Source: an optimization exercise on an open RTL-to-GDS flow (aim: a short achievable clock period and few clock cycles). Production flows keep margins and buffers that such runs may drop. At most, simulation tests tie the RTL to the original design; equivalence was not proved. No functional check of the RTL was part of runs 2 to 4. The clock cells of runs 2 and 3 come from the design's own scripts or RTL, not from TritonCTS. The flow treats the clock pin as an ideal source. Dropping or thinning the clock tree relies on that and would not hold on a real chip. Power is estimated from default activity; no workload was simulated.

==> flow/design.v <==
`timescale 1ns / 1ps
module MCU_add8(a, b, s, cout);
parameter CIN = 1'b0;
input  [7:0] a, b;
output [7:0] s;
output       cout;
wire [7:0] p0 = a ^ b;
wire       cin = CIN;
wire [7:0] g0 = (a & b) | {7'b0, p0[0] & cin};
wire [7:0] g1, p1, g2, p2, g3;
genvar i;
generate
  for (i = 0; i < 8; i = i + 1) begin : l1
    if (i >= 1) begin : x
      assign g1[i] = g0[i] | (p0[i] & g0[i-1]);
      assign p1[i] = p0[i] & p0[i-1];
    end else begin : y
      assign g1[i] = g0[i];
      assign p1[i] = p0[i];
    end
  end
  for (i = 0; i < 8; i = i + 1) begin : l2
    if (i >= 2) begin : x
      assign g2[i] = g1[i] | (p1[i] & g1[i-2]);
      assign p2[i] = p1[i] & p1[i-2];
    end else begin : y
      assign g2[i] = g1[i];
      assign p2[i] = p1[i];
    end
  end
  for (i = 0; i < 8; i = i + 1) begin : l3
    if (i >= 4) begin : x
      assign g3[i] = g2[i] | (p2[i] & g2[i-4]);
    end else begin : y
      assign g3[i] = g2[i];
    end
  end
endgenerate
assign s    = p0 ^ {g3[6:0], cin};
assign cout = g3[7];
endmodule
module MCU_alu(a, b, a2, b2, sh, mskl, mskr, op_add, op_sub, op_slt, op_and, op_or,
               op_xor, op_not, op_mov, op_shl, op_shr, op_ld, op_in,
               rdata, indata, res, zr, zall);
input  [7:0] a, b, a2, b2;
input  [2:0] sh;
input  [7:0] mskl, mskr;
input        op_add, op_sub, op_slt, op_and, op_or, op_xor, op_not, op_mov,
             op_shl, op_shr, op_ld, op_in;
input  [7:0] rdata, indata;
output [7:0] res;
output       zr;
output       zall;
wire [7:0] sum, diff, fast;
wire       c_add, c_sub;
MCU_add8 #(.CIN(1'b0)) u_add (.a(a), .b(b),  .s(sum),  .cout(c_add));
MCU_add8 #(.CIN(1'b1)) u_sub (.a(a), .b(~b), .s(diff), .cout(c_sub));
MCU_alufast u_fast (.a(a2), .b(b2), .sh(sh), .op_and(op_and), .op_or(op_or),
                    .op_xor(op_xor), .op_not(op_not), .op_mov(op_mov),
                    .op_shl(op_shl), .op_shr(op_shr), .y(fast));
MCU_resmix u_mix (.fast(fast), .sum(sum), .diff(diff), .c_sub(c_sub),
                  .op_add(op_add), .op_sub(op_sub), .op_slt(op_slt), .res(res));
MCU_aluzero u_zero (.a(a2), .b(b2), .mskl(mskl), .mskr(mskr), .c_sub(c_sub),
                    .op_add(op_add), .op_sub(op_sub), .op_slt(op_slt),
                    .op_and(op_and), .op_or(op_or), .op_xor(op_xor),
                    .op_not(op_not), .op_mov(op_mov), .op_shl(op_shl),
                    .op_shr(op_shr), .op_ld(op_ld), .op_in(op_in),
                    .rdata(rdata), .indata(indata), .zr(zr), .zall(zall));
endmodule
module MCU_alufast(a, b, sh, op_and, op_or, op_xor, op_not, op_mov, op_shl,
                   op_shr, y);
input  [7:0] a, b;
input  [2:0] sh;
input        op_and, op_or, op_xor, op_not, op_mov, op_shl, op_shr;
output [7:0] y;
wire [7:0] shl = a << sh;
wire [7:0] shr = a >> sh;
assign y = ({8{op_and}} & (a & b))
         | ({8{op_or}}  & (a | b))
         | ({8{op_xor}} & (a ^ b))
         | ({8{op_not}} & ~a)
         | ({8{op_mov}} & a)
         | ({8{op_shl}} & shl)
         | ({8{op_shr}} & shr);
endmodule
module MCU_resmix(fast, sum, diff, c_sub, op_add, op_sub, op_slt, res);
input  [7:0] fast, sum, diff;
input        c_sub, op_add, op_sub, op_slt;
output [7:0] res;
assign res = fast
           | ({8{op_add}} & sum)
           | ({8{op_sub}} & diff)
           | {7'b0, op_slt & ~c_sub};
endmodule
module MCU_aluzero(a, b, mskl, mskr, c_sub, op_add, op_sub, op_slt, op_and,
                   op_or, op_xor, op_not, op_mov, op_shl, op_shr, op_ld, op_in,
                   rdata, indata, zr, zall);
input  [7:0] a, b, mskl, mskr;
input        c_sub, op_add, op_sub, op_slt, op_and, op_or, op_xor, op_not,
             op_mov, op_shl, op_shr, op_ld, op_in;
input  [7:0] rdata, indata;
output       zr, zall;
wire z_add = ~|((a ^ b) ^ {a[6:0] | b[6:0], 1'b0});
wire z_eq  = ~|(a ^ b);
assign zr = (op_add & z_add)
          | (op_sub & z_eq)
          | (op_and & ~|(a & b))
          | (op_or  & ~|(a | b))
          | (op_xor & z_eq)
          | (op_not & (&a))
          | (op_mov & ~|a)
          | (op_shl & ~|(a & mskl))
          | (op_shr & ~|(a & mskr));
assign zall = zr
            | (op_slt & c_sub)
            | (op_ld  & ~|rdata)
            | (op_in  & ~|indata);
endmodule
module MCU_opsel(res, rdata, indata, oth, s_res, s_ld, s_in, s_oth, y);
input  [7:0] res, rdata, indata, oth;
input        s_res, s_ld, s_in, s_oth;
output [7:0] y;
assign y = ({8{s_res}} & res) | ({8{s_ld}} & rdata) | ({8{s_in}} & indata)
         | ({8{s_oth}} & oth);
endmodule
`timescale 1ns / 1ps
module MCU_pcsel(r, t, p1, p2, jr, e1, e2, e3, z, b, pc, kill);
input  [7:0] r, t, p1, p2;
input        jr, e1, e2, e3, z, b;
output [7:0] pc;
output       kill;
wire taken = e1 | (e2 & z) | (e3 & ~z);
assign pc   = jr ? r : taken ? t : b ? p2 : p1;
assign kill = (jr | taken) & b;
endmodule
module MCU_isbr(op, y);
input  [4:0] op;
output       y;
assign y = (op[4:1] == 4'b0101) | (op == 5'b01100) | (op[4:1] == 4'b1001);
endmodule
`timescale 1ns / 1ps
module MCU(clk,reset,imem_addr,imem_data,dmem_addr,dmem_we,dmem_wdata,dmem_rdata,
           in_data,out_we,out_addr,out_data);
input clk,reset;
output [7:0] imem_addr;
input [16:0] imem_data;
output [7:0] dmem_addr;
output dmem_we;
output [7:0] dmem_wdata;
input [7:0] dmem_rdata;
input [7:0] in_data;
output out_we;
output [7:0] out_addr, out_data;
localparam [4:0] OP_ADD = 5'b00001, OP_ANI = 5'b00010, OP_ADI = 5'b00011,
                 OP_SUB = 5'b00100, OP_SLT = 5'b00101, OP_NOT = 5'b00110,
                 OP_LD  = 5'b00111, OP_ST  = 5'b01000, OP_MOV = 5'b01001,
                 OP_JMP = 5'b01010, OP_JMR = 5'b01011, OP_JML = 5'b01100,
                 OP_ORI = 5'b01101, OP_XOR = 5'b01110, OP_SHL = 5'b01111,
                 OP_SHR = 5'b10001, OP_BZ  = 5'b10010, OP_BNZ = 5'b10011,
                 OP_IN  = 5'b10100, OP_OUT = 5'b10101;
reg [7:0]  pc_f;         
reg        kill_f;       
reg [16:0] ir_d;         
reg [7:0]  pc1_d;        
reg        kill_d;       
reg [7:0]  a_ex, b_ex;   
reg [7:0]  a2_ex, b2_ex;   
reg [7:0]  q_addr;       
reg [7:0]  q_wdata;      
reg [2:0]  sh_ex;
reg [7:0]  mskl_ex, mskr_ex;   
reg [2:0]  da_ex;
reg        rw_ex, mw_ex, out_ex;
reg        add_ex, sub_ex, slt_ex, and_ex, or_ex, xor_ex, not_ex, mov_ex,
           shl_ex, shr_ex, ld_ex, in_ex;
reg        bz_ex, bnz_ex, jr_ex, jpc_ex;
reg        pend_ex;      
reg [7:0]  t_ex;         
reg [7:0]  t1_ex;        
reg [7:0]  rf [1:7];
reg        rfz [1:7];    
wire [7:0] alu_ex;       
wire [7:0] res_ex;       
wire       zr_ex, zall_ex;
MCU_alu u_alu (.a(a_ex), .b(b_ex), .a2(a2_ex), .b2(b2_ex), .sh(sh_ex), .mskl(mskl_ex), .mskr(mskr_ex),
               .op_add(add_ex), .op_sub(sub_ex), .op_slt(slt_ex), .op_and(and_ex),
               .op_or(or_ex), .op_xor(xor_ex), .op_not(not_ex), .op_mov(mov_ex),
               .op_shl(shl_ex), .op_shr(shr_ex), .op_ld(ld_ex), .op_in(in_ex),
               .rdata(dmem_rdata), .indata(in_data), .res(alu_ex), .zr(zr_ex), .zall(zall_ex));
MCU_opsel u_wb (.res(alu_ex), .rdata(dmem_rdata), .indata(in_data), .oth(8'd0),
                .s_res(~ld_ex & ~in_ex), .s_ld(ld_ex), .s_in(in_ex), .s_oth(1'b0),
                .y(res_ex));
assign dmem_addr  = q_addr;
assign dmem_wdata = q_wdata;
assign dmem_we    = mw_ex;
assign out_addr   = q_addr;
assign out_data   = q_wdata;
assign out_we     = out_ex;
always @(posedge clk)
  if (rw_ex && da_ex != 3'd0) begin
    rf[da_ex]  <= res_ex;
    rfz[da_ex] <= zall_ex;
  end
wire a_ex_zero = (a2_ex == 8'd0);
wire ex_cond   = (bz_ex & a_ex_zero) | (bnz_ex & ~a_ex_zero);
wire ex_taken  = jpc_ex | jr_ex | ex_cond;
wire take_ex   = kill_d & ex_taken;         
wire recover   = pend_ex & ex_cond;         
wire [4:0] op  = ir_d[16:12];
wire [2:0] da  = ir_d[11:9];
wire [2:0] aa  = ir_d[8:6];
wire [2:0] ba  = ir_d[5:3];
wire [5:0] im  = ir_d[5:0];
wire [2:0] sh  = ir_d[2:0];
wire d_add = (op == OP_ADD) | (op == OP_ADI);
wire d_sub = (op == OP_SUB);
wire d_slt = (op == OP_SLT);
wire d_and = (op == OP_ANI);
wire d_or  = (op == OP_ORI);
wire d_xor = (op == OP_XOR);
wire d_not = (op == OP_NOT);
wire d_mov = (op == OP_MOV) | (op == OP_JML);
wire d_shl = (op == OP_SHL);
wire d_shr = (op == OP_SHR);
wire d_ld  = (op == OP_LD);
wire d_in  = (op == OP_IN);
wire d_st  = (op == OP_ST);
wire d_out = (op == OP_OUT);
wire d_jmp = (op == OP_JMP);
wire d_jml = (op == OP_JML);
wire d_jmr = (op == OP_JMR);
wire d_bz  = (op == OP_BZ);
wire d_bnz = (op == OP_BNZ);
wire d_isbr = d_jmp | d_jml | d_jmr | d_bz | d_bnz;
wire d_rw  = d_add | d_sub | d_slt | d_and | d_or | d_xor | d_not | d_mov |
             d_shl | d_shr | d_ld | d_in;
wire d_imm  = (op == OP_ANI) | (op == OP_ORI) | (op == OP_ADI);
wire d_sext = (op == OP_ADI);
wire d_link = d_jmp | d_jml;        
wire [7:0] imm = {{2{d_sext & im[5]}}, im};
wire [7:0] rf_a = (aa == 3'd0) ? 8'd0 : rf[aa];
wire [7:0] rf_b = (ba == 3'd0) ? 8'd0 : rf[ba];
wire ex_wr = rw_ex && (da_ex != 3'd0);
wire fwd_a = ex_wr && (da_ex == aa) && !d_link;
wire fwd_b = ex_wr && (da_ex == ba) && !d_imm;
wire [7:0] a_oth = d_link ? pc1_d : rf_a;
wire [7:0] b_oth = d_imm ? imm : rf_b;
wire fa_res = fwd_a & ~ld_ex & ~in_ex, fa_ld = fwd_a & ld_ex, fa_in = fwd_a & in_ex;
wire fb_res = fwd_b & ~ld_ex & ~in_ex, fb_ld = fwd_b & ld_ex, fb_in = fwd_b & in_ex;
wire [7:0] a_val, a2_val, qa_val, b_val, b2_val, qd_val;
MCU_opsel u_sa  (.res(alu_ex), .rdata(dmem_rdata), .indata(in_data), .oth(a_oth),
                 .s_res(fa_res), .s_ld(fa_ld), .s_in(fa_in), .s_oth(~fwd_a), .y(a_val));
MCU_opsel u_sa2 (.res(alu_ex), .rdata(dmem_rdata), .indata(in_data), .oth(a_oth),
                 .s_res(fa_res), .s_ld(fa_ld), .s_in(fa_in), .s_oth(~fwd_a), .y(a2_val));
MCU_opsel u_sqa (.res(alu_ex), .rdata(dmem_rdata), .indata(in_data), .oth(a_oth),
                 .s_res(fa_res), .s_ld(fa_ld), .s_in(fa_in), .s_oth(~fwd_a), .y(qa_val));
MCU_opsel u_sb  (.res(alu_ex), .rdata(dmem_rdata), .indata(in_data), .oth(b_oth),
                 .s_res(fb_res), .s_ld(fb_ld), .s_in(fb_in), .s_oth(~fwd_b), .y(b_val));
MCU_opsel u_sb2 (.res(alu_ex), .rdata(dmem_rdata), .indata(in_data), .oth(b_oth),
                 .s_res(fb_res), .s_ld(fb_ld), .s_in(fb_in), .s_oth(~fwd_b), .y(b2_val));
MCU_opsel u_sqd (.res(alu_ex), .rdata(dmem_rdata), .indata(in_data), .oth(b_oth),
                 .s_res(fb_res), .s_ld(fb_ld), .s_in(fb_in), .s_oth(~fwd_b), .y(qd_val));
wire [7:0] t_rel = pc1_d + {{2{im[5]}}, im};
wire       rf_a_zero = (aa == 3'd0) ? 1'b1 : rfz[aa];
wire dv    = ~kill_f & ~recover;            
wire defer = fwd_a & (ld_ex | in_ex | slt_ex);   
wire d_pend = dv & (d_bz | d_bnz) & defer;
wire jr = dv & d_jmr & fwd_a;
wire e1 = take_ex | recover
        | (dv & (d_jmp | d_jml | (d_jmr & ~fwd_a)))
        | (dv & ~fwd_a & ((d_bz & rf_a_zero) | (d_bnz & ~rf_a_zero)));
wire e2 = dv & fwd_a & ~defer & d_bz;
wire e3 = dv & fwd_a & ~defer & d_bnz;
wire [7:0] t = recover ? (d_isbr ? t1_ex : t_ex)
             : take_ex ? (jr_ex ? a2_ex : t_ex)
             : (dv & d_jmr) ? rf_a
             : t_rel;
wire [4:0] fop = imem_data[16:12];
wire f_br;
MCU_isbr u_isbr (.op(fop), .y(f_br));
wire f_isbr = ~kill_f & ~recover & f_br;
wire [7:0] pc_p1 = pc_f + 8'd1;
wire [7:0] pc_p2 = pc_f + 8'd2;
wire [7:0] pc_nxt;
wire       kill_nxt;
MCU_pcsel u_pcsel (.r(res_ex), .t(t), .p1(pc_p1), .p2(pc_p2), .jr(jr),
                   .e1(e1), .e2(e2), .e3(e3), .z(zr_ex), .b(f_isbr),
                   .pc(pc_nxt), .kill(kill_nxt));
assign imem_addr = pc_f;
always @(posedge clk or negedge reset)
begin
  if (!reset) begin
    pc_f    <= 8'd0;
    kill_f  <= 1'b0;
    ir_d    <= 17'd0;
    kill_d  <= 1'b0;
    rw_ex   <= 1'b0;
    mw_ex   <= 1'b0;
    out_ex  <= 1'b0;
    add_ex  <= 1'b0; sub_ex <= 1'b0; slt_ex <= 1'b0; and_ex <= 1'b0;
    or_ex   <= 1'b0; xor_ex <= 1'b0; not_ex <= 1'b0; mov_ex <= 1'b0;
    shl_ex  <= 1'b0; shr_ex <= 1'b0; ld_ex  <= 1'b0; in_ex  <= 1'b0;
    bz_ex   <= 1'b0; bnz_ex <= 1'b0; jr_ex  <= 1'b0; jpc_ex <= 1'b0;
    pend_ex <= 1'b0;
  end else begin
    pc_f    <= pc_nxt;
    kill_f  <= kill_nxt;
    ir_d    <= (kill_f | recover) ? 17'd0 : imem_data;
    kill_d  <= kill_f | recover;
    rw_ex   <= d_rw;
    mw_ex   <= d_st;
    out_ex  <= d_out;
    add_ex  <= d_add; sub_ex <= d_sub; slt_ex <= d_slt; and_ex <= d_and;
    or_ex   <= d_or;  xor_ex <= d_xor; not_ex <= d_not; mov_ex <= d_mov;
    shl_ex  <= d_shl; shr_ex <= d_shr; ld_ex  <= d_ld;  in_ex  <= d_in;
    bz_ex   <= d_bz;  bnz_ex <= d_bnz; jr_ex  <= d_jmr; jpc_ex <= d_jmp | d_jml;
    pend_ex <= d_pend;
  end
end
always @(posedge clk)
begin
  pc1_d   <= pc_p1;
  da_ex   <= da;
  a_ex    <= a_val;
  b_ex    <= b_val;
  a2_ex   <= a2_val;
  b2_ex   <= b2_val;
  q_addr  <= qa_val;
  q_wdata <= qd_val;
  sh_ex   <= sh;
  mskl_ex <= 8'hFF >> sh;
  mskr_ex <= 8'hFF << sh;
  t_ex    <= t_rel;
  t1_ex   <= t_rel + 8'd1;
end
endmodule
==> flow/flow/run.sh <==
#!/bin/bash
set -euo pipefail
bash standard.sh SETUP_SLACK_MARGIN=5.5 MATCH_CELL_FOOTPRINT=0 \
  "BUFFER_PORTS_ARGS=-buffer_cell sky130_fd_sc_hd__buf_4" finish > standard_flow.log 2>&1
==> flow/standard.sh <==
#!/bin/bash
# synth_recipe.tcl (not shown) runs the flow's synth.tcl, then flattens the netlist and writes it again
# the make line also repeats each setting of config.mk as NAME=value (left out here)
make -C /OpenROAD-flow-scripts/flow DESIGN_CONFIG=/design/flow/config.mk WORK_HOME=/design/flow/orfs CLKGATE_MAP_FILE= SYNTH_SCRIPT=/design/flow/synth_recipe.tcl "${@:-finish}"
==> flow/config.mk <==
export PLATFORM = sky130hd
export DESIGN_NAME = MCU
export DESIGN_NICKNAME = MCU
export VERILOG_FILES = /design/flow/design.v
export SDC_FILE = /design/flow/constraint.sdc
export NUM_CORES = 4
export LEC_CHECK = 0
export ABC_CLOCK_PERIOD_IN_PS = 2000
export CAP_MARGIN = 20
export CORE_MARGIN = 2
export CORE_UTILIZATION = 40
export SLEW_MARGIN = 20
export SYNTH_HIERARCHICAL = 1
export TNS_END_PERCENT = 100
==> flow/constraint.sdc <==
create_clock -name core_clock -period 8.0 [get_ports {clk}]
set_input_delay 1.6000 -clock core_clock [delete_from_list [all_inputs] [get_ports {clk}]]
set_output_delay 1.6000 -clock core_clock [all_outputs]
set_load 0.01 [all_outputs]
==> results of run 1 <==
==> worst max-delay path: cells and delay by family (launching register included) <==
kind | cells | cell delay (ns)
buffers and inverters | 4 | 0.41
AO/OA/AOI/OAI | 3 | 0.62
adder cells (fa/ha/maj) | 1 | 0.22
multiplexers | 1 | 0.38
flip-flops | 1 | 0.42
AND/OR/NAND/NOR | 3 | 0.60
==> power groups by stage <==
stage | Combinational, W | Clock (W) | Sequential, W
after global placement | 0.00113 | 0 | 0.00139
after detailed placement | 0.00114 | 0 | 0.00139
after global routing | 0.00173 | 0.000892 | 0.00136
final | 0.00161 | 0.000843 | 0.00135
after floorplan | 0.000859 | 0 | 0.00132
after CTS | 0.00139 | 0.000852 | 0.00135
==> worst max path at each step <==
stage	end	slack, ns	depth (start not counted)	start
2_1_floorplan	pc_f[6]	5.26	7	imem_data[16]
3_3_place_gp	pc_f[5]	4.27	9	ir_d[6]
3_5_place_dp	pc_f[3]	4.18	8	ir_d[6]
4_1_cts	pc_f[6]	5.26	10	ir_d[0]
5_1_grt	pc_f[5]	5.12	11	a2_ex[5]
6_report	pc_f[3]	5.21	12	a2_ex[5]
==> cells in the final DEF, fill, tap and decap left out, types with 29 or more instances in the layout <==
master and n:
a22oi_1 57, buf_6 69, dfrtp_1 29, nor2_1 40, buf_4 136, a21oi_1 33
ha_1 46, a22oi_2 63, mux2i_1 40, xnor2_1 29, inv_1 69, edfxtp_1 63
nand2_1 104, dfxtp_1 48
==> per-layer routing <==
| metal | share of wire (%) | GRT usage [%] |
|---|---|---|
| met1 | 42 | 30.8 |
| met2 | 49 | 39.5 |
| met3 | 4.6 | 3.07 |
| met4 | 4.0 | 9.93 |
| met5 | 0 | 0 |
==> what timing repair did <==
item,in CTS,in global routing
cloned,5,0
setup buffers,90,42
gates resized for setup,184,119
setup endpoints to repair,163,160
pin swaps,52,104
==> state kept, by name, indices dropped and copies added, names as in the netlist, 8 cells and up <==
name	count
rf	56
ir_d	17
a2_ex	8
a_ex	8
b2_ex	8
b_ex	8
pc1_d	8
pc_f	8
q_addr	8
q_wdata	8
t1_ex	8
t_ex	8
==> metrics by stage <==
stage	power [W]	hold slack, ns	area [um2]
after floorplan	0.00218	0.324	12300
after global placement	0.00253	0.328	12800
after detailed placement	0.00254	0.328	12800
after CTS	0.00358	0.343	14700
after global routing	0.00398	0.356	15600
final	0.00380	0.344	15600
==> layout make-up <==
cell class	count	share of cell area, %
tap	396	3.17
multi-input combinational	815	46.9
clock inverter	13	0.896
timing repair buffer	217	12.9
antenna	2	0.0320
inverter	79	1.98
timing repair inverter	2	0.0960
clock buffer	19	2.83
sequential	195	31.2
==> run summary, run 1 <==
status=complete, no violations; DIE AREA=between 30,000 and 40,000 um2; largest net degree at the start of global routing=between 40 and 50; initial antenna violation count=1; Max Cap Viol=0; Max Freq=roughly 360 MHz; fillcell total=between 2,000 and 3,000; Starting Density=roughly 40%; 1st-pass router iterations=6; hold path start=ir_d[10]; Mapped Cells=1,167; Clock Skew=approximately 0.02 ns; Yosys Warn Count=7; vias in the first global route=approximately 9,600; # IOs=slightly below 80; Worst Setup End Kind=register; Final Max Tran Viols=0; Worst-Margin Slew=between 1 and 1.5 ns; Worst Hold Depth=0; clk latency of the worst-skew pair=0.45 ns; sw frac=36.5%; Peak supply drop=around 0.24 mV; critical path required time=8.33 ns; crit share post-route=34.8%; H-tree depth=4; Post-Layout Cell Count=approximately 1,700; Root Driver=clkbuf_16; share of cells above drive strength 1=40.4%; static leakage=6.21 nW; Final Worst Setup Slack=roughly 5.2 ns; Worst path max stage delay=around 0.42 ns; pwr dens=around 240 nW/um2; CP Cell Sequence=buf_4, buf_6, inv_4, ha_4, nor4_1, o211ai_1, and3_1, nand4_1, buf_6, mux2i_4, a21oi_1, o31ai_1; Slew headroom=around a third; Placeable Area=30,300 um2; worst r2r src=a2_ex[5]; die height=179 um; Flop pwr share=between 30% and 40%; Critical Path Fanout Max=8; most used cell, CP=buf_6; routed wire length=about 38 mm; Area Growth Syn to Fin=27.7%; multi-input logic area=7330 um2; RSZ-0062 raised after global routing=true; fin crit period=2.79 ns; # clock sinks=just under 200; # port buffers=76; setup violators final=0; CTS tree=done; DR DRC count=0; Setup crit start kind=register; Synth Cell Area=12,200 um2; DR vias/cell=5.81; final hold violation count=0; Cell Int Power=approximately 0.0024 W; clock slew at reported path FFs=~0.080 ns; placed cells=~1,600; hold bufs inserted after CTS=0; clock share of power=between 20% and 30%; WHS Endpoint=da_ex[1]; flop2flop setup slack=between 5 and 6 ns; Die Span X=about 180 um; first-pass GRT wire length=around 57 mm; First DRT Iteration DRCs=between 1,000 and 1,500; WL per Instance=between 20 and 25 um; WP data arrival=a little over 3 ns; DR vias=about 10,000; grt total ovfl=0; fin nets=1,423; # rows=64; Layout Utilization=about 52%; Register Area=~4900 um2; Hold Path Class=register to register; FF-to-FF End=pc_f[3]; total negative setup slack=0 ns; CTS Buf Count=17; DRT antenna net count=0; power share of the combinational group=approximately 42%; CP max stage cell=dfxtp_4; Avg Inst Size Synth=10.5 um2; RD Place Congestion=0.871; Post-Place Worst Slack=4.18 ns; Longest Clk Path Bufs=2; worst reg-to-reg path cell count=12; CP Class=register to register; Post-DP HPWL=24.6 mm; GR Util All Layers=roughly a quarter; NetSw=0.00139 W
Testbench counts, summed over its fixed seeds: cycles 140,966.
==> run 2: changes to the inputs <==
--- a/flow/design.v
+++ b/flow/design.v
@@ -125,12 +125,21 @@
 endmodule
 `timescale 1ns / 1ps
-module MCU_pcsel(r, t, p1, p2, jr, e1, e2, e3, z, b, pc, kill);
+module MCU_pcsel(r, t, p1, p2, jr, e1, e2, e3, z, bok, c0, c1, k1);
 input  [7:0] r, t, p1, p2;
-input        jr, e1, e2, e3, z, b;
+input        jr, e1, e2, e3, z, bok;
+output [7:0] c0, c1;
+output       k1;
+wire taken = e1 | (e2 & z) | (e3 & ~z);
+assign c0 = jr ? r : taken ? t : p1;
+assign c1 = ~bok ? c0 : jr ? r : taken ? t : p2;
+assign k1 = bok & (jr | taken);
+endmodule
+module MCU_bsel(b, c0, c1, k1, pc, kill);
+input  [7:0] c0, c1;
+input        b, k1;
 output [7:0] pc;
 output       kill;
-wire taken = e1 | (e2 & z) | (e3 & ~z);
-assign pc   = jr ? r : taken ? t : b ? p2 : p1;
-assign kill = (jr | taken) & b;
+assign pc   = b ? c1 : c0;
+assign kill = b & k1;
 endmodule
 module MCU_isbr(op, y);
@@ -279,12 +288,15 @@
 wire f_br;
 MCU_isbr u_isbr (.op(fop), .y(f_br));
-wire f_isbr = ~kill_f & ~recover & f_br;
 wire [7:0] pc_p1 = pc_f + 8'd1;
 wire [7:0] pc_p2 = pc_f + 8'd2;
 wire [7:0] pc_nxt;
 wire       kill_nxt;
+wire [7:0] pc_c0, pc_c1;
+wire       pc_k1;
 MCU_pcsel u_pcsel (.r(res_ex), .t(t), .p1(pc_p1), .p2(pc_p2), .jr(jr),
-                   .e1(e1), .e2(e2), .e3(e3), .z(zr_ex), .b(f_isbr),
-                   .pc(pc_nxt), .kill(kill_nxt));
+                   .e1(e1), .e2(e2), .e3(e3), .z(zr_ex), .bok(~kill_f & ~recover),
+                   .c0(pc_c0), .c1(pc_c1), .k1(pc_k1));
+MCU_bsel u_bsel (.b(f_br), .c0(pc_c0), .c1(pc_c1), .k1(pc_k1), .pc(pc_nxt),
+                 .kill(kill_nxt));
 assign imem_addr = pc_f;
 always @(posedge clk or negedge reset)
==> flow/flow/run.sh (replaced) <==
#!/bin/bash
# The standard layout (standard.sh: the standard synthesis, floorplan,
# placement, CTS and routing) with these changes:
#  - ports are buffered with buf_4 (later resized) instead of delay cells;
#  - the clock tree is two levels of clkbuf_16 (four, then twelve) (flow/manual_cts.tcl,
#    sourced by ORFS's cts.tcl in place of TritonCTS).
# The SDC and the clock period are unchanged.
set -euo pipefail
bash standard.sh SETUP_SLACK_MARGIN=5.5 MATCH_CELL_FOOTPRINT=0 \
  "BUFFER_PORTS_ARGS=-buffer_cell sky130_fd_sc_hd__buf_4" \
  "PRE_CTS_TCL=$PWD/flow/manual_cts.tcl" finish > standard_flow.log 2>&1
==> flow/flow/manual_cts.tcl (new file) <==
# Sourced by ORFS's cts.tcl before it builds the clock tree (PRE_CTS_TCL).
# Replaces TritonCTS with a two-level tree of clkbuf_16: the clock port
# drives four buffers, one at the centre of each quarter of the flip-flops;
# each drives three leaf buffers, one at the centre of each third of its
# quarter, which drive the flip-flops.  Everything else in cts.tcl (timing
# repair, detailed placement) runs as usual.
proc mcts_centre { g } {
  set sx 0; set sy 0
  foreach s $g { incr sx [lindex $s 1]; incr sy [lindex $s 2] }
  return [list [expr { $sx / [llength $g] }] [expr { $sy / [llength $g] }]]
}

proc mcts_split { g k idx } {
  set srt [lsort -integer -index $idx $g]
  set n [llength $srt]
  set out {}
  for { set i 0 } { $i < $k } { incr i } {
    set a [expr { ($n * $i) / $k }]
    set b [expr { ($n * ($i + 1)) / $k - 1 }]
    lappend out [lrange $srt $a $b]
  }
  return $out
}

proc mcts_buffer { block master name in_net xy } {
  set inst [odb::dbInst_create $block $master $name]
  set net [odb::dbNet_create $block "net_$name"]
  $net setSigType CLOCK
  [$inst findITerm A] connect $in_net
  [$inst findITerm X] connect $net
  $inst setLocation [lindex $xy 0] [lindex $xy 1]
  $inst setPlacementStatus PLACED
  return $net
}

proc clock_tree_synthesis { args } {
  set block [ord::get_db_block]
  set master [[ord::get_db] findMaster sky130_fd_sc_hd__clkbuf_16]
  set clk [$block findNet clk]
  $clk setSigType CLOCK
  set sinks {}
  foreach it [$clk getITerms] {
    if { [$it isInputSignal] } {
      set bb [[$it getInst] getBBox]
      lappend sinks [list $it [expr { ([$bb xMin] + [$bb xMax]) / 2 }] \
        [expr { ([$bb yMin] + [$bb yMax]) / 2 }]]
    }
  }
  puts "manual_cts: [llength $sinks] clock sinks"
  set quarters {}
  foreach half [mcts_split $sinks 2 1] {
    foreach q [mcts_split $half 2 2] { lappend quarters $q }
  }
  set i 0
  foreach q $quarters {
    set c [mcts_centre $q]
    set n1 [mcts_buffer $block $master "clkbuf_m_$i" $clk $c]
    puts "manual_cts: clkbuf_m_$i at $c"
    set j 0
    foreach leaf [mcts_split $q 3 [expr { 1 + $i % 2 }]] {
      set lc [mcts_centre $leaf]
      set n2 [mcts_buffer $block $master "clkbuf_m_${i}_$j" $n1 $lc]
      foreach s $leaf {
        set it [lindex $s 0]
        $it disconnect
        $it connect $n2
      }
      puts "manual_cts: clkbuf_m_${i}_$j at $lc drives [llength $leaf] sinks"
      incr j
    }
    incr i
  }
  set_propagated_clock [all_clocks]
}
==> run summary, run 2 <==
Die Span X=180 um (+0.48%); static leakage=6.12 nW (-1.4%); hold bufs inserted after CTS=0 (unchanged); # port buffers=76 (unchanged); Area Growth Syn to Fin=22.8%; setup violators final=0 (unchanged); CP max stage cell=a221o_2; fin nets=1,411 (-0.84%); WL per Instance=22.2 um (+1.4%); most common cell after layout, fill and taps aside=buf_4; fin crit period=3.12 ns (+0.333 ns); # rows=64 (unchanged); Max Cap Viol=0 (unchanged); Worst-Margin Slew=0.991 ns (-0.0200 ns); Mapped Cells=1,177 (+0.86%); Avg Inst Size Synth=10.5 um2 (+0.11%); Hold Path Class=register to register; Final Max Tran Viols=0 (unchanged); max reg flops=56 (unchanged); pwr dens=238 nW/um2 (-2.4%); GR Util All Layers=22.4% (-1.2 points); RSZ-0062 raised after global routing=true; CP Class=register to register; critical path required time=8.18 ns (-0.15 ns); CP Cell Sequence=ha_2, inv_1, fa_2, nor2b_4, o21ai_2, a21oi_2, a211oi_2, xnor2_1, a221o_2, a22oi_2, nand2_4, a221oi_2, o21ba_1, mux2_4; RD Place Congestion=0.889 (+2.1%); clock slew at reported path FFs=0.09 ns (about the same); Post-DP HPWL=25.5 mm (+3.6%); Starting Density=40.5% (+0.18 points); # IOs=77 (unchanged); 1st-pass router iterations=5 (-1); most frequent cells in the layout=buf_4, nand2_1, inv_1, a22oi_1, dfxtp_1; buffers and inverters on the worst path=1 (-3); vias in the first global route=9,730 (+1.8%); initial antenna violation count=0 (-1); Max Freq=321 MHz (-11%); DR DRC count=0 (unchanged); final hold violation count=0 (unchanged); Worst Setup End Kind=register; Ant. Diodes=0 (-2); crit share post-route=39.0% (+4.2 points); Critical Path Fanout Max=2 (-6); status=complete, no violations; First DRT Iteration DRCs=974 (-4.8%); largest reg by FF count=rf; WP data arrival=3.30 ns (+0.19 ns); Worst path top cell family by delay=compound AO/OA/AOI/OAI gates; share of cells above drive strength 1=36.9% (-3.5 points); Yosys Warn Count=7 (unchanged); routed wire length=37.9 mm (-0.31%); Synth Cell Area=12,400 um2 (+0.97%); worst r2r src=a_ex[0]; largest net degree at the start of global routing=48 (unchanged); first-pass GRT wire length=57.6 mm (+1.0%); DIE AREA=32,300 um2 (+0.95%); Largest regs=rf: 56 flops, ir_d: 17 flops; Setup crit start kind=register; grt total ovfl=0 (unchanged); DRT antenna net count=0 (unchanged); Worst path max stage delay=0.41 ns (about the same); Critical Path Source=a_ex[0]; hold path start=ir_d[10]; total negative setup slack=0 ns (unchanged); die height=180 um (+0.48%); Slew headroom=33.7% (+1.7 points); Placeable Area=30,500 um2 (+0.53%); clk latency of the worst-skew pair=0.30 ns (-0.15 ns); Clock Skew=0.0238 ns (+0.00336 ns); Min Hold Slack=0.340 ns (-0.00459 ns); Peak supply drop=0.139 mV (-42%); DR vias=9,929 (-1.7%); DR vias/cell=5.81 (about the same)
## run 2: cell count changes in the layout (fill, tap and decap cells not counted), moves of 10 or more
cell and change:
buf_6 -44, buf_4 +24, dfxtp_1 +16, dfxtp_2 -16
a22oi_1 +10, a22oi_2 -10, nand2_1 -10
## run 2: final cells by class
type	count	area, um2
buffer	16	400
timing repair buffer	199	1770
timing repair inverter	1	7.51
tap	396	495
multi-input combinational	824	7360
fill	2732	15300
inverter	78	297
sequential	195	4860
## run 2: power by group
group	total [W]	leakage (nW)	switching [W]	internal (W)
clock	0.000681	0.197	0.000324	0.000357
sequential	0.00134	1.88	0.000137	0.00120
combinational	0.00159	4.04	0.000835	0.000753
total	0.00361	6.12	0.00130	0.00231
## run 2: per-stage QoR
stage | setup WS [ns] | utilization (%) | cells | cell area (um2) | power [W]
floorplan | 5.03 | - | 1186 | 12700 | 0.00227
detailed placement | 4.37 | 43.0 | 1576 | 13100 | 0.00265
finish | 4.88 | 49.8 | 1709 | 15200 | 0.00361
global route | 4.79 | 49.8 | 1709 | 15200 | 0.00379
CTS | 4.92 | 48.2 | 1687 | 14700 | 0.00349
global placement | 4.19 | 42.9 | 1575 | 13100 | 0.00265
## run 2: worst paths after layout
check,end,slack [ns],depth (start not counted)
max in group asynchronous,ir_d[8],6.21,1
max reg2reg,pc_f[6],4.88,14
max,pc_f[6],4.88,14
min,da_ex[1],0.34,0
min reg2reg,da_ex[1],0.34,0
min in group asynchronous,ir_d[3],1.33,1
## run 2: routing by layer
layer / share of wire [%] / routed length (um) / vias to the layer above / track usage (%)
met5: 0 / 0 / - / 0
met4: 4.1 / 1540 / 0 / 6.83
met3: 4.8 / 1820 / 78 / 1.50
met2: 47 / 17900 / 353 / 37.9
met1: 44 / 16600 / 4892 / 30.8
li1: - / - / 4606 / -
## run 2: timing repair
action,CTS,global route
buffers inserted,91,22
cloned,4,0
gates resized for setup,114,61
endpoints found under the setup margin,129,108
pin swaps,40,48
==> run 3: changes to the inputs <==
--- a/flow/design.v
+++ b/flow/design.v
@@ -125,12 +125,14 @@
 endmodule
 `timescale 1ns / 1ps
-module MCU_pcsel(r, t, p1, p2, jr, e1, e2, e3, z, bok, c0, c1, k1);
-input  [7:0] r, t, p1, p2;
-input        jr, e1, e2, e3, z, bok;
+module MCU_pcsel(ra, rd, ri, t, p1, p2, jra, jrd, jri, e1, e2, e3, z, bok, c0, c1, k1);
+input  [7:0] ra, rd, ri, t, p1, p2;
+input        jra, jrd, jri, e1, e2, e3, z, bok;
 output [7:0] c0, c1;
 output       k1;
+wire jr = jra | jrd | jri;
 wire taken = e1 | (e2 & z) | (e3 & ~z);
-assign c0 = jr ? r : taken ? t : p1;
-assign c1 = ~bok ? c0 : jr ? r : taken ? t : p2;
+wire [7:0] r = ({8{jra}} & ra) | ({8{jrd}} & rd) | ({8{jri}} & ri);
+assign c0 = r | ({8{~jr}} & (taken ? t : p1));
+assign c1 = ~bok ? c0 : (r | ({8{~jr}} & (taken ? t : p2)));
 assign k1 = bok & (jr | taken);
 endmodule
@@ -187,4 +189,15 @@
 reg [7:0]  t_ex;         
 reg [7:0]  t1_ex;        
+reg        az_ex;        
+reg        fc_v;         
+reg [7:0]  fc_key;       
+reg [7:0]  fc_s;         
+reg [7:0]  fc_t;         
+reg [7:0]  fc_x3;        
+reg [2:0]  fc_r;         
+reg        fc_pol;       
+reg        fold_f;       
+reg        fold_v;       
+reg        fv_pred;      
 reg [7:0]  rf [1:7];
 reg        rfz [1:7];    
@@ -211,5 +224,5 @@
     rfz[da_ex] <= zall_ex;
   end
-wire a_ex_zero = (a2_ex == 8'd0);
+wire a_ex_zero = az_ex;
 wire ex_cond   = (bz_ex & a_ex_zero) | (bnz_ex & ~a_ex_zero);
 wire ex_taken  = jpc_ex | jr_ex | ex_cond;
@@ -272,14 +285,31 @@
 wire [7:0] t_rel = pc1_d + {{2{im[5]}}, im};
 wire       rf_a_zero = (aa == 3'd0) ? 1'b1 : rfz[aa];
-wire dv    = ~kill_f & ~recover;            
+wire [2:0] fr   = fc_r;
+wire fw_a   = d_rw & (da == fr) & (fr != 3'd0);     
+wire fw_e   = ex_wr & (da_ex == fr);                
+wire fslowa = fw_a & (d_ld | d_in | d_slt);
+wire fslowe = ~fw_a & fw_e & (ld_ex | in_ex | slt_ex);
+wire unfold = fold_f & (fslowa | fslowe);
+wire fpred  = fold_f & fw_a & ~fslowa;              
+wire fexe   = fold_f & ~fw_a & fw_e & ~fslowe;      
+wire frfz   = (fr == 3'd0) ? 1'b1 : rfz[fr];
+wire fexr   = fold_f & ~fw_a & ~fw_e;               
+wire frecover = fold_v & ((fc_pol ? ~zr_ex : zr_ex) != fv_pred);
+wire kill_cur = recover | unfold | frecover;        
+wire dv    = ~kill_f & ~kill_cur;           
 wire defer = fwd_a & (ld_ex | in_ex | slt_ex);   
 wire d_pend = dv & (d_bz | d_bnz) & defer;
 wire jr = dv & d_jmr & fwd_a;
-wire e1 = take_ex | recover
+wire e1 = take_ex | recover | unfold | frecover
+        | (fpred & fc_pol)
+        | (fexr & (fc_pol ? ~frfz : frfz))
         | (dv & (d_jmp | d_jml | (d_jmr & ~fwd_a)))
         | (dv & ~fwd_a & ((d_bz & rf_a_zero) | (d_bnz & ~rf_a_zero)));
-wire e2 = dv & fwd_a & ~defer & d_bz;
-wire e3 = dv & fwd_a & ~defer & d_bnz;
-wire [7:0] t = recover ? (d_isbr ? t1_ex : t_ex)
+wire e2 = (dv & fwd_a & ~defer & d_bz) | (fexe & ~fc_pol);
+wire e3 = (dv & fwd_a & ~defer & d_bnz) | (fexe & fc_pol);
+wire [7:0] t = unfold ? fc_s - 8'd2
+             : frecover ? (fv_pred ? fc_x3 : fc_t)
+             : fold_f ? fc_t
+             : recover ? (d_isbr ? t1_ex : t_ex)
              : take_ex ? (jr_ex ? a2_ex : t_ex)
              : (dv & d_jmr) ? rf_a
@@ -290,10 +320,15 @@
 wire [7:0] pc_p1 = pc_f + 8'd1;
 wire [7:0] pc_p2 = pc_f + 8'd2;
+wire fhit = fc_v & (pc_f == fc_key) & ~kill_f & ~kill_d & ~fold_f & ~fold_v &
+            ~take_ex & ~recover & ~d_isbr;
+wire [7:0] p1 = fhit ? fc_s : fold_f ? fc_x3 : pc_p1;
+wire ffill = dv & (d_bz | d_bnz) & ~defer & im[5] & ~f_br;
 wire [7:0] pc_nxt;
 wire       kill_nxt;
 wire [7:0] pc_c0, pc_c1;
 wire       pc_k1;
-MCU_pcsel u_pcsel (.r(res_ex), .t(t), .p1(pc_p1), .p2(pc_p2), .jr(jr),
-                   .e1(e1), .e2(e2), .e3(e3), .z(zr_ex), .bok(~kill_f & ~recover),
+MCU_pcsel u_pcsel (.ra(alu_ex), .rd(dmem_rdata), .ri(in_data), .t(t), .p1(p1), .p2(pc_p2),
+                   .jra(jr & ~ld_ex & ~in_ex), .jrd(jr & ld_ex), .jri(jr & in_ex),
+                   .e1(e1), .e2(e2), .e3(e3), .z(zr_ex), .bok(~kill_f & ~kill_cur),
                    .c0(pc_c0), .c1(pc_c1), .k1(pc_k1));
 MCU_bsel u_bsel (.b(f_br), .c0(pc_c0), .c1(pc_c1), .k1(pc_k1), .pc(pc_nxt),
@@ -315,9 +350,15 @@
     bz_ex   <= 1'b0; bnz_ex <= 1'b0; jr_ex  <= 1'b0; jpc_ex <= 1'b0;
     pend_ex <= 1'b0;
+    fc_v    <= 1'b0;
+    fold_f  <= 1'b0;
+    fold_v  <= 1'b0;
   end else begin
     pc_f    <= pc_nxt;
     kill_f  <= kill_nxt;
-    ir_d    <= (kill_f | recover) ? 17'd0 : imem_data;
-    kill_d  <= kill_f | recover;
+    ir_d    <= (kill_f | kill_cur) ? 17'd0 : imem_data;
+    kill_d  <= kill_f | kill_cur;
+    fold_f  <= fhit & ~f_br;
+    fold_v  <= fpred;
+    if (ffill) fc_v <= 1'b1;
     rw_ex   <= d_rw;
     mw_ex   <= d_st;
@@ -333,4 +374,13 @@
 begin
   pc1_d   <= pc_p1;
+  fv_pred <= fc_pol;
+  if (ffill) begin
+    fc_key <= pc1_d - 8'd2;
+    fc_s   <= pc_f;
+    fc_t   <= t_rel;
+    fc_x3  <= pc_p1;
+    fc_r   <= aa;
+    fc_pol <= d_bnz;
+  end
   da_ex   <= da;
   a_ex    <= a_val;
@@ -344,4 +394,5 @@
   mskr_ex <= 8'hFF << sh;
   t_ex    <= t_rel;
+  az_ex   <= d_link ? (pc1_d == 8'd0) : fwd_a ? zall_ex : rf_a_zero;
   t1_ex   <= t_rel + 8'd1;
 end
==> run summary, run 3 <==
GR Util All Layers=24.5% (+2.1 points); largest net degree at the start of global routing=51 (+6.3%); Placeable Area=36,800 um2 (+21%); Peak supply drop=0.159 mV (+14%); critical path required time=8.19 ns (about the same); Starting Density=40.8% (+0.33 points); Hold Path Class=register to register; Worst path max stage delay=0.37 ns (-0.04 ns); initial antenna violation count=3 (+3); most frequent cells in the layout=buf_4, nand2_1, edfxtp_1, inv_1, a22oi_2; Max Cap Viol=0 (unchanged); RSZ-0062 raised after global routing=true; 1st-pass router iterations=10 (+5); RD Place Congestion=0.940 (+5.8%); clk latency of the worst-skew pair=0.31 ns (about the same); Post-Layout Cell Count=2,057 (+20%); final hold violation count=0 (unchanged); # port buffers=76 (unchanged); most common cell after layout, fill and taps aside=buf_4; CP Cell Sequence=buf_4, ha_1, nor3_2, nand4b_1, and3_1, nand4_1, buf_6, xor2_4, nor2_4, nor2_4, o2111a_2, buf_6, and2_4, a21oi_2, o221a_1, o211ai_1, o311ai_1, mux2_4; crit share post-route=45.0% (+6.0 points); Final Max Tran Viols=0 (unchanged); setup violators final=0 (unchanged); Largest regs=rf: 56 flops, ir_d: 17 flops; Mapped Cells=1,450 (+23%); fin crit period=3.60 ns (+0.481 ns); Ant. Diodes=0 (unchanged); total negative setup slack=0 ns (unchanged); Critical Path Fanout Max=7 (+5); DR DRC count=0 (unchanged); max reg flops=56 (unchanged); Overall Power=0.00432 W (+20%); WL per Instance=24.3 um (+9.5%); Slew headroom=29.5% (-4.1 points); DR vias=12,516 (+26%); Setup crit start kind=register; largest reg by FF count=rf; CP Class=register to register; DIE AREA=39,100 um2 (+21%); Clock Skew=0.0202 ns (-0.00362 ns); pwr dens=237 nW/um2 (-0.38%); routed wire length=49.9 mm (+32%); grt total ovfl=0 (unchanged); placed cells=1,908 (+21%); DR vias/cell=6.08 (+4.7%); vias in the first global route=11,911 (+22%); Synth Cell Area=15,000 um2 (+22%); # rows=70 (+9.4%); static leakage=7.24 nW (+18%); Yosys Warn Count=7 (unchanged); # IOs=77 (unchanged); Avg Inst Size Synth=10.4 um2 (-1.3%); clock slew at reported path FFs=0.09 ns (about the same); share of cells above drive strength 1=34.9% (-2.1 points); status=complete, no violations; First DRT Iteration DRCs=1,582 (+62%); flop2flop setup slack=4.40 ns (-0.48 ns); Die Span X=198 um (+10%); WP data arrival=3.79 ns (+0.49 ns); Post-DP HPWL=33.2 mm (+30%); Worst-Margin Slew=1.05 ns (+0.0619 ns); Max Freq=278 MHz (-13%); fin nets=1,689 (+20%); Area Growth Syn to Fin=21.4%; DRT antenna net count=0 (unchanged); CP max stage cell=dfxtp_4; die height=198 um (+10%); Worst Setup End Kind=register; first-pass GRT wire length=73.6 mm (+28%)
[run 3: metrics by stage]
step | hold slack, ns | util [%] | cell area (um2) | setup slack (ns)
4_1_cts | 0.421 | 47.2 | 17400 | 4.44
5_1_grt | 0.446 | 49.6 | 18200 | 4.25
3_5_place_dp | 0.410 | 42.7 | 15700 | 2.91
3_3_place_gp | 0.406 | 42.7 | 15700 | 3.10
2_1_floorplan | 0.386 | - | 15200 | 4.52
6_report | 0.413 | 49.6 | 18200 | 4.40
[run 3: what timing repair did]
item / 4_1_cts / 5_1_grt
hold buffers: 0 / 0
hold endpoints to repair: 0 / 0
gates cloned: 4 / 1
setup endpoints to repair: 194 / 189
gates resized for setup: 152 / 124
pin swaps: 49 / 63
setup buffers: 83 / 45
[run 3: area by class of cell]
type | instances | area, um2
multi-input cells | 1025 | 8870
flip-flops and latches | 239 | 6110
well taps | 468 | 586
repair buffers | 214 | 1850
repair inverters | 3 | 45.0
plain buffers | 16 | 400
fillers | 3287 | 18500
inverters | 92 | 389
[run 3: final timing paths]
| path | startpoint | to | cells after the start |
|---|---|---|---|
| max reg2reg | a2_ex[1] | pc_f[4] | 18 |
| min | ir_d[10] | da_ex[1] | 0 |
| min reg2reg | ir_d[10] | da_ex[1] | 0 |
| max | a2_ex[1] | pc_f[4] | 18 |
| min in group asynchronous | reset | ir_d[14] | 1 |
| max in group asynchronous | reset | ir_d[5] | 1 |
[run 3: worst max-delay path, delay by kind of cell, from the launching register on]
| kind | cells | cell delay, ns |
|---|---|---|
| XOR/XNOR | 1 | 0.19 |
| AO/OA/AOI/OAI | 5 | 0.92 |
| AND/OR/NAND/NOR | 7 | 1.09 |
| adder cells (fa/ha/maj) | 1 | 0.20 |
| flip-flops | 1 | 0.37 |
| buffers and inverters | 3 | 0.43 |
| multiplexers | 1 | 0.27 |
[run 3: power breakdown]
group / switching, W / internal, W
Combinational: 0.00102 / 0.000860
Clock: 0.000380 / 0.000359
Sequential: 0.000203 / 0.00150
Total: 0.00160 / 0.00271
[run 3: metal layers]
| metal | routed length, um | share of wire (%) | GRT usage, % |
|---|---|---|---|
| met1 | 20300 | 41 | 33.6 |
| met4 | 2210 | 4.4 | 8.05 |
| met5 | 35 | 0.070 | 0 |
| met3 | 4250 | 8.5 | 3.32 |
| met2 | 23100 | 46 | 40.1 |
==> run 4: changes to the inputs <==
==> flow/flow/run.sh (replaced) <==
#!/bin/bash
set -euo pipefail
bash standard.sh SETUP_SLACK_MARGIN=5.5 MATCH_CELL_FOOTPRINT=0 \
  "BUFFER_PORTS_ARGS=-buffer_cell sky130_fd_sc_hd__buf_4" finish > standard_flow.log 2>&1
removed: flow/flow/manual_cts.tcl
==> run summary, run 4 <==
Flop pwr share=35.4% (-4.0 points); CTS tree=done; die height=198 um (unchanged); Mapped Cells=1,450 (unchanged); crit share post-route=45.7% (+0.66 points); sw frac=36.1% (-0.97 points); Critical Path Fanout Max=8 (+1); CTS Buf Count=27; WL per Instance=24.2 um (-0.22%); Overall Power=0.00484 W (+12%); First DRT Iteration DRCs=1,414 (-11%); Peak supply drop=0.173 mV (+8.9%); Cell Int Power=0.00309 W (+14%); RD Place Congestion=0.940 (unchanged); H-tree depth=1; max reg flops=56 (unchanged); Max Cap Viol=0 (unchanged); Hold Path Class=register to register; # clock sinks=between 200 and 250; Worst-Margin Slew=1.08 ns (+0.0265 ns); initial antenna violation count=0 (-3); multi-input logic area=8770 um2 (-1.1%); fin nets=1,691 (+0.12%); grt total ovfl=0 (unchanged); Post-DP HPWL=33.2 mm (unchanged); Largest regs=rf: 56 flops, ir_d: 17 flops; setup violators final=0 (unchanged); clk latency of the worst-skew pair=0.56 ns (+0.25 ns); # rows=70 (unchanged); RSZ-0062 raised after global routing=true; routed wire length=50.4 mm (+0.99%); Setup crit start kind=register; Area Growth Syn to Fin=24.2%; clock share of power=25.4% (+8.3 points); DR DRC count=0 (unchanged); Register Area=6130 um2 (+0.25%); fillcell total=3,223 (-1.9%); Root Driver=clkbuf_16; critical path required time=8.48 ns (+0.29 ns); # IOs=77 (unchanged); final hold violation count=0 (unchanged); DRT antenna net count=0 (unchanged); fin crit period=3.65 ns (+0.0525 ns); Clock Skew=0.0311 ns (+0.0109 ns); # port buffers=76 (unchanged); DR vias=12,581 (+0.52%); clock slew at reported path FFs=0.07 ns (-0.02 ns); first-pass GRT wire length=74.9 mm (+1.8%); NetSw=0.00175 W (+9.1%); CP Class=register to register; Min Hold Slack=0.425 ns (+0.0121 ns); largest net degree at the start of global routing=51 (unchanged); Placeable Area=36,800 um2 (unchanged); Max Freq=274 MHz (-1.4%); hold bufs inserted after CTS=0 (unchanged); Final Max Tran Viols=0 (unchanged); 1st-pass router iterations=8 (-2); WP data arrival=4.13 ns (+0.34 ns); final instance area=18,700 um2 (+2.2%); power share of the combinational group=39.2% (-4.3 points); Longest Clk Path Bufs=3; static leakage=7.46 nW (+3.1%); DIE AREA=39,100 um2 (unchanged); most frequent cells in the layout=buf_4, nand2_1, edfxtp_1, inv_1, buf_6; DR vias/cell=6.04 (-0.69%); Die Span X=198 um (unchanged); Ant. Diodes=0 (unchanged); Worst Setup End Kind=register; Avg Inst Size Synth=10.4 um2 (unchanged); status=complete, no violations; Starting Density=40.8% (unchanged); placed inst area=15,700 um2 (unchanged); largest reg by FF count=rf; share of cells above drive strength 1=35.4% (+0.58 points); Slew headroom=27.8% (-1.8 points); Synth Cell Area=15,000 um2 (unchanged); most common cell after layout, fill and taps aside=buf_4; vias in the first global route=12,272 (+3.0%); Yosys Warn Count=7 (unchanged); GR Util All Layers=25.1% (+0.61 points); pwr dens=259 nW/um2 (+9.6%); total negative setup slack=0 ns (unchanged)
run 4: timing repair:
action | CTS | global route
resized for setup | 229 | 59
setup buffers | 92 | 27
setup endpoints to repair | 226 | 225
pin swaps | 68 | 57
cloned | 5 | 0
run 4: final cells by class:
cell class	count	area share [%]
sequential	239	32.8
tap	468	3.14
inverter	92	2.02
clock buffer	38	4.35
timing repair inverter	2	0.127
clock inverter	12	0.382
multi-input combinational	1026	47.0
timing repair buffer	205	10.1
run 4: final timing paths:
path | from | to | slack [ns] | depth (start not counted)
worst min-delay path | ir_d[9] | da_ex[0] | 0.42 | 0
max in group asynchronous | reset | ir_d[14] | 6.35 | 1
min in group asynchronous | reset | rw_ex | 1.10 | 1
worst min register to register | ir_d[9] | da_ex[0] | 0.42 | 0
worst max register to register | a2_ex[2] | pc_f[0] | 4.35 | 18
worst max-delay path | a2_ex[2] | pc_f[0] | 4.35 | 18
run 4: per-stage QoR:
step / setup slack (ns) / util (%) / cells
floorplan: 4.52 / - / 1459
global placement: 3.10 / 42.7 / 1908
detailed placement: 2.91 / 42.7 / 1908
CTS: 4.43 / 49.5 / 2055
global route: 4.23 / 50.7 / 2082
finish: 4.35 / 50.7 / 2082
run 4: metal layers:
| metal | global-route usage [%] | vias up | share of wire (%) | routed length [um] |
|---|---|---|---|---|
| li1 | - | 5658 | - | - |
| met1 | 33.4 | 6129 | 41 | 20600 |
| met3 | 3.36 | 143 | 8.0 | 4010 |
| met2 | 41.0 | 651 | 47 | 23500 |
| met4 | 11.2 | 0 | 4.6 | 2300 |
| met5 | 0 | - | 0 | 0 |
run 4: worst max-delay path, stage by stage (launching register included):
cell      delay [ns]
dfxtp_4         0.39
inv_2           0.05
ha_4            0.28
xnor2_1         0.13
nor4_2          0.09
a211oi_2        0.23
nand4_1         0.12
buf_6           0.17
xor2_4          0.16
nor2_4          0.16
nor2_4          0.08
o2111a_2        0.21
buf_6           0.14
nand3_2         0.05
o21ai_2         0.07
mux2_4          0.31
or2_4           0.29
o311ai_1        0.40
mux2_4          0.23
run 4: power groups by stage:
| stage | clock network (W) | logic [W] | registers [W] |
|---|---|---|---|
| 3_3_place_gp | 0 | 0.00141 | 0.00177 |
| 4_1_cts | 0.00124 | 0.00175 | 0.00171 |
| 6_report | 0.00123 | 0.00189 | 0.00171 |
| 2_1_floorplan | 0 | 0.00103 | 0.00165 |
| 5_1_grt | 0.00128 | 0.00201 | 0.00172 |
| 3_5_place_dp | 0 | 0.00142 | 0.00176 |

[re-timing with driven ports]
Ports are ideal in the flow. The routed layouts listed here were re-timed in OpenROAD.
Step 1, drivers: a clkbuf_16 drives clk and a buf_2 each remaining input, both assumed.
Step 2, shift: input delay + t, output delay - t, t = (earliest + latest rising clock arrival at the registers) / 2. This alone moves slack from input paths to output paths.
a / b / c = ideal / step 1 / step 2; a / b = the first two.
run	t (ns)	setup WS [ns]	cell pins on the clock port's net
run 1	0.488	5.214 / 5.214 / 4.836	1
run 2	0.386	4.881 / 4.881 / 4.881	4
run 3	0.406	4.400 / 4.400 / 4.400	4
run 4	0.601	4.347 / 4.347 / 4.347	1
After both steps every run listed still meets setup and hold. For run 1, which loses most, drivers alone change the setup slack by 0.000 ns; drivers and shift together by -0.378 ns.
